From an optimization exercise on the open Yosys and OpenROAD flow, aimed at small area; shortcuts taken in it are not production practice.
RTL that was checked went through simulation tests only; none was proved equivalent to the original.

## main
==> flow/design.v <==
module fadd(a, b, c, s, co);
	input a, b, c;
	output s, co;
	assign s = a ^ b ^ c;
	assign co = (a & b) | (a & c) | (b & c);
endmodule
module My_Dig(num, seg);
	input [3:0] num;
	output [6:0] seg;
	function [6:0] p;
		input [3:0] v;
		input [3:0] d;
		input [6:0] c;
		p = (v == d) ? c : 7'd0;
	endfunction
	assign seg = p(num, 0, 7'b011_1111) | p(num, 1, 7'b000_0110) | p(num, 2, 7'b101_1011) |
		p(num, 3, 7'b100_1111) | p(num, 4, 7'b110_0110) | p(num, 5, 7'b110_1101) |
		p(num, 6, 7'b111_1101) | p(num, 7, 7'b000_0111) | p(num, 8, 7'b111_1111) |
		p(num, 9, 7'b110_1111);
endmodule
module dis_sound(
 CLK, RSTn, pulse_r, pulse_t, test_count, Digitron_Out, DigitronCS_Out,LED_Out
);
	input CLK;
	input RSTn;
	input pulse_r;
	input pulse_t;
	output reg test_count;
	output [7:0]Digitron_Out;
	output [5:0]DigitronCS_Out;
	output [7:0]LED_Out;
	function [19:0] inc20;
		input [19:0] x;
		input ci;
		integer i;
		reg cc;
		begin
			cc = ci;
			for (i = 0; i < 20; i = i + 1) begin
				inc20[i] = x[i] ^ cc;
				cc = x[i] & cc;
			end
		end
	endfunction
	reg R1, R2, T1, T2;
	reg [6:0] count_hs;           
	wire hs_done = count_hs[6] & count_hs[5] & count_hs[2];    
	always @ (posedge CLK) begin
		if(!RSTn) begin
			R1 <= 0; R2 <= 0; T1 <= 0; T2 <= 0;
		end else begin
			R1 <= pulse_r; R2 <= R1; T1 <= pulse_t; T2 <= T1;
		end
	end
	always @ (posedge CLK) begin
		if(!RSTn) begin
			test_count <= 0;
			count_hs <= 0;
		end else if(T1 & ~T2)
			test_count <= 1;
		else if(hs_done) begin
			if(R1 & ~R2)
				test_count <= 0;
			else if(~R1 & R2)
				count_hs <= 0;
		end else
			count_hs <= count_hs + 1'b1;
	end
	reg [12:0] cnt;
	always @ (posedge CLK)
		if(!RSTn) cnt <= 0;
		else cnt <= inc20({7'd0, cnt}, 1'b1);
	wire step = &cnt[3:0];
	wire tick = (cnt == 13'h0FFF);
	reg t1, t2;
	reg [19:0] pulse;
	reg [19:0] c1, c2, c3, c4, c5, c6;
	reg [2:0] vc;                  
	wire shift = ~test_count & ~t1 & t2;
	wire wrap = pulse[19] & pulse[17] & pulse[16] & pulse[14] & pulse[13] &
	            pulse[12] & pulse[8] & pulse[7] & pulse[5] & pulse[4];
	wire pclr = ~RSTn | (test_count ? wrap : shift);
	always @ (posedge CLK) begin
		if(!RSTn) begin
			t1 <= 0; t2 <= 0;
		end else begin
			t1 <= test_count; t2 <= t1;
		end
	end
	always @ (posedge CLK)
		pulse <= inc20(pulse, test_count) & ~{20{pclr}};
	always @ (posedge CLK)
		if(RSTn & shift) begin
			c1 <= pulse; c2 <= c1; c3 <= c2; c4 <= c3; c5 <= c4; c6 <= c5;
		end
	always @ (posedge CLK)
		if(!RSTn)
			vc <= 0;
		else if(shift && vc != 3'd6)
			vc <= vc + 1'b1;
	localparam S_IDLE = 5'd0, S_SUB0 = 5'd6, S_ADD6 = 5'd7,
	           S_LED1 = 5'd9, S_LED7 = 5'd15, S_H = 5'd16, S_DH = 5'd20;
	reg [4:0] st;
	reg [2:0] pos;                 
	reg [22:0] Wn;                 
	wire [22:0] W = ~Wn;
	reg [17:0] N;                  
	reg [2:0] q;                   
	reg cond;                      
	wire cap = (st == S_IDLE && tick) || (st >= 5'd1 && st <= 5'd5);
	wire [5:0] sel;
	assign sel[0] = cap && pos == 3'd1 && vc >= 3'd1;
	assign sel[1] = cap && pos == 3'd2 && vc >= 3'd2;
	assign sel[2] = cap && pos == 3'd3 && vc >= 3'd3;
	assign sel[3] = cap && pos == 3'd4 && vc >= 3'd4;
	assign sel[4] = cap && pos == 3'd5 && vc >= 3'd5;
	assign sel[5] = cap && pos == 3'd6 && vc >= 3'd6;
	wire [19:0] entry = ({20{sel[0]}} & c1) | ({20{sel[1]}} & c2) | ({20{sel[2]}} & c3) |
	                    ({20{sel[3]}} & c4) | ({20{sel[4]}} & c5) | ({20{sel[5]}} & c6);
	function [22:0] k;
		input [4:0] s;
		input [4:0] v;
		input [22:0] c;
		k = (s == v) ? c : 23'd0;
	endfunction
	wire [22:0] kc = k(st, S_SUB0, ~23'd61770) | k(st, S_ADD6, 23'd6) |
		k(st, 5'd9, ~23'd529410) | k(st, 5'd10, ~23'd1058820) | k(st, 5'd11, ~23'd1588230) |
		k(st, 5'd12, ~23'd2117640) | k(st, 5'd13, ~23'd2647050) | k(st, 5'd14, ~23'd3176460) |
		k(st, 5'd15, ~23'd3705870) | k(st, 5'd16, ~23'd1764708) | k(st, 5'd17, ~23'd176472) |
		k(st, 5'd18, ~23'd17646) | k(st, 5'd19, ~23'd1764) | k(st, 5'd20, ~23'd174);
	wire cin = st >= S_SUB0 && st != S_ADD6;
	wire [22:0] A = {W[22:8], (st == S_IDLE) ? 8'd0 : W[7:0]};
	wire [22:0] B = kc | {3'b000, entry};
	wire [23:0] cy;
	wire [22:0] sum;
	assign cy[0] = cin;
	genvar gi;
	generate for (gi = 0; gi < 23; gi = gi + 1) begin : g_add
		fadd fa (.a(A[gi]), .b(B[gi]), .c(cy[gi]), .s(sum[gi]), .co(cy[gi+1]));
	end endgenerate
	wire ok = cy[23];              
	wire is_dig = (st >= S_H && st <= S_DH);
	wire is_led = (st >= S_LED1 && st <= S_LED7);
	wire upd = cap || st == S_ADD6 || ((st == S_SUB0 || is_dig) && ok);
	always @ (posedge CLK)
		if(upd) Wn <= ~sum;
	always @ (posedge CLK) begin
		if(!RSTn) begin
			st <= S_H;             
			pos <= 3'd6;
		end else begin
			if(cap)
				pos <= (st == 5'd5) ? 3'd6 : pos - 1'b1 + shift;
			case(st)
				S_IDLE:  if(tick) st <= 5'd1;
				S_ADD6:  st <= S_LED1;
				S_DH:    if(!ok) st <= S_IDLE;
				default: if(!(is_dig && ok)) st <= st + 1'b1;
			endcase
		end
	end
	always @ (posedge CLK)
		if(!RSTn)
			cond <= 0;
		else if(st == S_SUB0)
			cond <= ok;
	always @ (posedge CLK)
		if(st == S_ADD6)
			q <= 0;
		else if(is_led && ok)
			q <= st[2:0];
	always @ (posedge CLK)
		if(st == S_ADD6)
			N <= {N[13:0], 4'd0};
		else if(is_dig) begin
			if(ok)
				N[3:0] <= N[3:0] + 1'b1;
			else if(st != S_DH)
				N <= {N[13:0], 4'd0};
		end
	reg [17:0] D;                  
	reg [2:0] led_case, led_show;
	reg on;                        
	always @ (posedge CLK)
		if(tick) begin
			D <= N;
			led_show <= led_case;
		end
	always @ (posedge CLK)
		if(!RSTn) begin
			on <= 0;
			led_case <= 0;
		end else if(tick) begin
			on <= cond;
			if(cond) led_case <= q;
		end
	assign LED_Out = {8{on}} & {led_show == 3'd7, led_show >= 3'd6, led_show >= 3'd5,
	                  led_show >= 3'd4, led_show >= 3'd3, led_show >= 3'd2,
	                  led_show >= 3'd1, 1'b1};
	reg [2:0] ds;
	reg [3:0] shown;               
	reg [3:0] dsel;
	always @* begin
		case(ds)
			3'd1: dsel = {2'b00, D[17:16]};
			3'd2: dsel = D[15:12];
			3'd3: dsel = D[11:8];
			3'd4: dsel = D[7:4];
			default: dsel = D[3:0];
		endcase
	end
	wire [3:0] val = (on && ds != 3'd0) ? dsel : 4'd0;
	always @ (posedge CLK)
		if(!RSTn) begin
			ds <= 0;
			shown <= 4'd15;
		end else if(step) begin
			ds <= (ds == 3'd5 || ds == 3'd0) ? 3'd1 : ds + 1'b1;
			if(!(val[3] & val[1]))         
				shown <= val;
		end
	wire [6:0] seg;
	My_Dig U2 (.num(shown), .seg(seg));
	assign Digitron_Out = {ds == 3'd4, seg};
	assign DigitronCS_Out = (ds == 3'd0) ? 6'b000000 :
	                        (ds == 3'd1) ? 6'b111110 :
	                        (ds == 3'd2) ? 6'b101111 :
	                        (ds == 3'd3) ? 6'b110111 :
	                        (ds == 3'd4) ? 6'b111011 : 6'b111101;
endmodule
Settings: LEC_CHECK=0, CAP_MARGIN=20, CORE_MARGIN=2, CORE_UTILIZATION=40, CTS_CLUSTER_DIAMETER=80, CTS_CLUSTER_SIZE=30, SLEW_MARGIN=20; clock period 25.0 ns.
standard.sh (not shown) runs the stock make flow with config.mk's settings and CLKGATE_MAP_FILE= SYNTH_SCRIPT=/design/flow/synth_recipe.tcl, a recipe that flattens the netlist after the stock synthesis.
==> flow/flow/run.sh <==
#!/bin/bash
# Layout flow: the standard ORFS flow (standard.sh: the same synthesis
# script, floorplan, power grid, placement and routing) with three changes:
#  - the final technology mapping in synthesis uses an area-oriented ABC script
#    (flow/abc_own.script) in place of ORFS's abc_speed.script; registers are
#    mapped exactly as in the standard synthesis, ABC only remaps the gates;
#  - ports are buffered with the smallest buffer cell;
#  - clock tree synthesis uses larger sink clusters and no dummy loads.
# The full output of the run goes to flow_run.log here; the ORFS logs are
# copied to orfs_logs/.
set -euo pipefail
WORK=$PWD
rm -rf "$WORK/own_scripts"
cp -r "$FLOW_HOME/scripts" "$WORK/own_scripts"
cp "$WORK/flow/abc_own.script" "$WORK/own_scripts/abc_speed.script"
export BUFFER_PORTS_ARGS="-buffer_cell sky130_fd_sc_hd__buf_1"
export CTS_ARGS="-sink_clustering_enable -repair_clock_nets -sink_clustering_size 30 -sink_clustering_max_diameter 80 -dont_use_dummy_load"
status=0
bash standard.sh "SCRIPTS_DIR=$WORK/own_scripts" finish > flow_run.log 2>&1 || status=$?
mkdir -p orfs_logs
cp -r orfs/logs/. orfs_logs/ 2>/dev/null || true
exit $status
==> flow/flow/abc_own.script <==
&get -n
&st
&dch
&nf
&st
&syn2
&if -g -K 6
&synch2
&nf
&st
&syn2
&if -g -K 6
&synch2
&nf
&st
&syn2
&if -g -K 6
&synch2
&nf
&st
&syn2
&if -g -K 6
&synch2
&nf
&st
&syn2
&if -g -K 6
&synch2
&nf
&st
&dch
&st
&deepsyn -T 60
&dch
&nf -a -R 1000
&put
topo
dnsize -c
For the feature branch, these inputs were changed with respect to main:
diff --git a/flow/design.v b/flow/design.v
--- a/flow/design.v
+++ b/flow/design.v
@@ -127,11 +127,11 @@
 		k(st, 5'd9, ~23'd529410) | k(st, 5'd10, ~23'd1058820) | k(st, 5'd11, ~23'd1588230) |
 		k(st, 5'd12, ~23'd2117640) | k(st, 5'd13, ~23'd2647050) | k(st, 5'd14, ~23'd3176460) |
 		k(st, 5'd15, ~23'd3705870) | k(st, 5'd16, ~23'd1764708) | k(st, 5'd17, ~23'd176472) |
 		k(st, 5'd18, ~23'd17646) | k(st, 5'd19, ~23'd1764) | k(st, 5'd20, ~23'd174);
 	wire cin = st >= S_SUB0 && st != S_ADD6;
-	wire [22:0] A = {W[22:8], (st == S_IDLE) ? 8'd0 : W[7:0]};
+	wire [22:0] A = (st == S_IDLE) ? 23'd0 : W;      
 	wire [22:0] B = kc | {3'b000, entry};
 	wire [23:0] cy;
 	wire [22:0] sum;
 	assign cy[0] = cin;
 	genvar gi;
@@ -144,11 +144,11 @@
 	wire upd = cap || st == S_ADD6 || ((st == S_SUB0 || is_dig) && ok);
 	always @ (posedge CLK)
 		if(upd) Wn <= ~sum;
 	always @ (posedge CLK) begin
 		if(!RSTn) begin
-			st <= S_H;             
+			st <= S_IDLE;
 			pos <= 3'd6;
 		end else begin
 			if(cap)
 				pos <= (st == 5'd5) ? 3'd6 : pos - 1'b1 + shift;
 			case(st)
@@ -195,36 +195,26 @@
 			if(cond) led_case <= q;
 		end
 	assign LED_Out = {8{on}} & {led_show == 3'd7, led_show >= 3'd6, led_show >= 3'd5,
 	                  led_show >= 3'd4, led_show >= 3'd3, led_show >= 3'd2,
 	                  led_show >= 3'd1, 1'b1};
-	reg [2:0] ds;
+	reg [5:0] CS;
 	reg [3:0] shown;               
-	reg [3:0] dsel;
-	always @* begin
-		case(ds)
-			3'd1: dsel = {2'b00, D[17:16]};
-			3'd2: dsel = D[15:12];
-			3'd3: dsel = D[11:8];
-			3'd4: dsel = D[7:4];
-			default: dsel = D[3:0];
-		endcase
-	end
-	wire [3:0] val = (on && ds != 3'd0) ? dsel : 4'd0;
-	always @ (posedge CLK)
-		if(!RSTn) begin
-			ds <= 0;
+	wire [5:0] cs_next = CS[5] ? {1'b1, CS[0], CS[4:1]} : 6'b111110;
+	wire [3:0] dsel = ({4{~cs_next[4]}} & {2'b00, D[17:16]}) | ({4{~cs_next[3]}} & D[15:12]) |
+	                  ({4{~cs_next[2]}} & D[11:8]) | ({4{~cs_next[1]}} & D[7:4]) |
+	                  ({4{~cs_next[0]}} & D[3:0]);
+	wire [3:0] val = (on && CS[5]) ? dsel : 4'd0;
+	always @ (posedge CLK)
+		if(!RSTn) begin
+			CS <= 0;
 			shown <= 4'd15;
 		end else if(step) begin
-			ds <= (ds == 3'd5 || ds == 3'd0) ? 3'd1 : ds + 1'b1;
+			CS <= cs_next;
 			if(!(val[3] & val[1]))         
 				shown <= val;
 		end
 	wire [6:0] seg;
 	My_Dig U2 (.num(shown), .seg(seg));
-	assign Digitron_Out = {ds == 3'd4, seg};
-	assign DigitronCS_Out = (ds == 3'd0) ? 6'b000000 :
-	                        (ds == 3'd1) ? 6'b111110 :
-	                        (ds == 3'd2) ? 6'b101111 :
-	                        (ds == 3'd3) ? 6'b110111 :
-	                        (ds == 3'd4) ? 6'b111011 : 6'b111101;
+	assign Digitron_Out = {CS[5] & ~CS[2], seg};
+	assign DigitronCS_Out = CS;
 endmodule
--- outcome ---
- The feature branch has less setup slack than main.
- met2 routing resource usage after global routing ends up lower on the feature branch.
- On area of all sequential standard cells, the higher figure sits with the feature branch, not main.
- Compared with main, layout buffer count excluding clock buffers in the feature branch decreased by a few percent.
- Taking main as the reference, in the feature branch total number of multi-input combinational cells went down 5; final cell count has increased.
Function not checked in main: the RTL went through the layout flow alone.

==> separate check: timing with driven ports <==
How much do the figures lean on ideal ports? The routed layouts below were timed once more, with nothing changed but the port constraints. Step 1: set_driving_cell puts a clkbuf_16 on CLK and a buf_2 on each other input, an assumption about the parent block. Step 2 moves the port delays by t, midway between the first and last clock arrival at a register: inputs arrive t later, outputs are due t later. That takes back most of the time a late clock gives input paths. a / b / c = no drivers / after step 1 / after step 2; a / b = the first two.
run	t, ns	slack for setup (ns)	worst hold slack (ns)
main	0.506	13.354 / 13.354 / 13.354	0.431 / 0.431 / 0.431
the feature branch	0.507	12.136 / 12.136 / 12.136	0.417 / 0.417 / 0.417
After both steps every run listed still meets setup and hold.
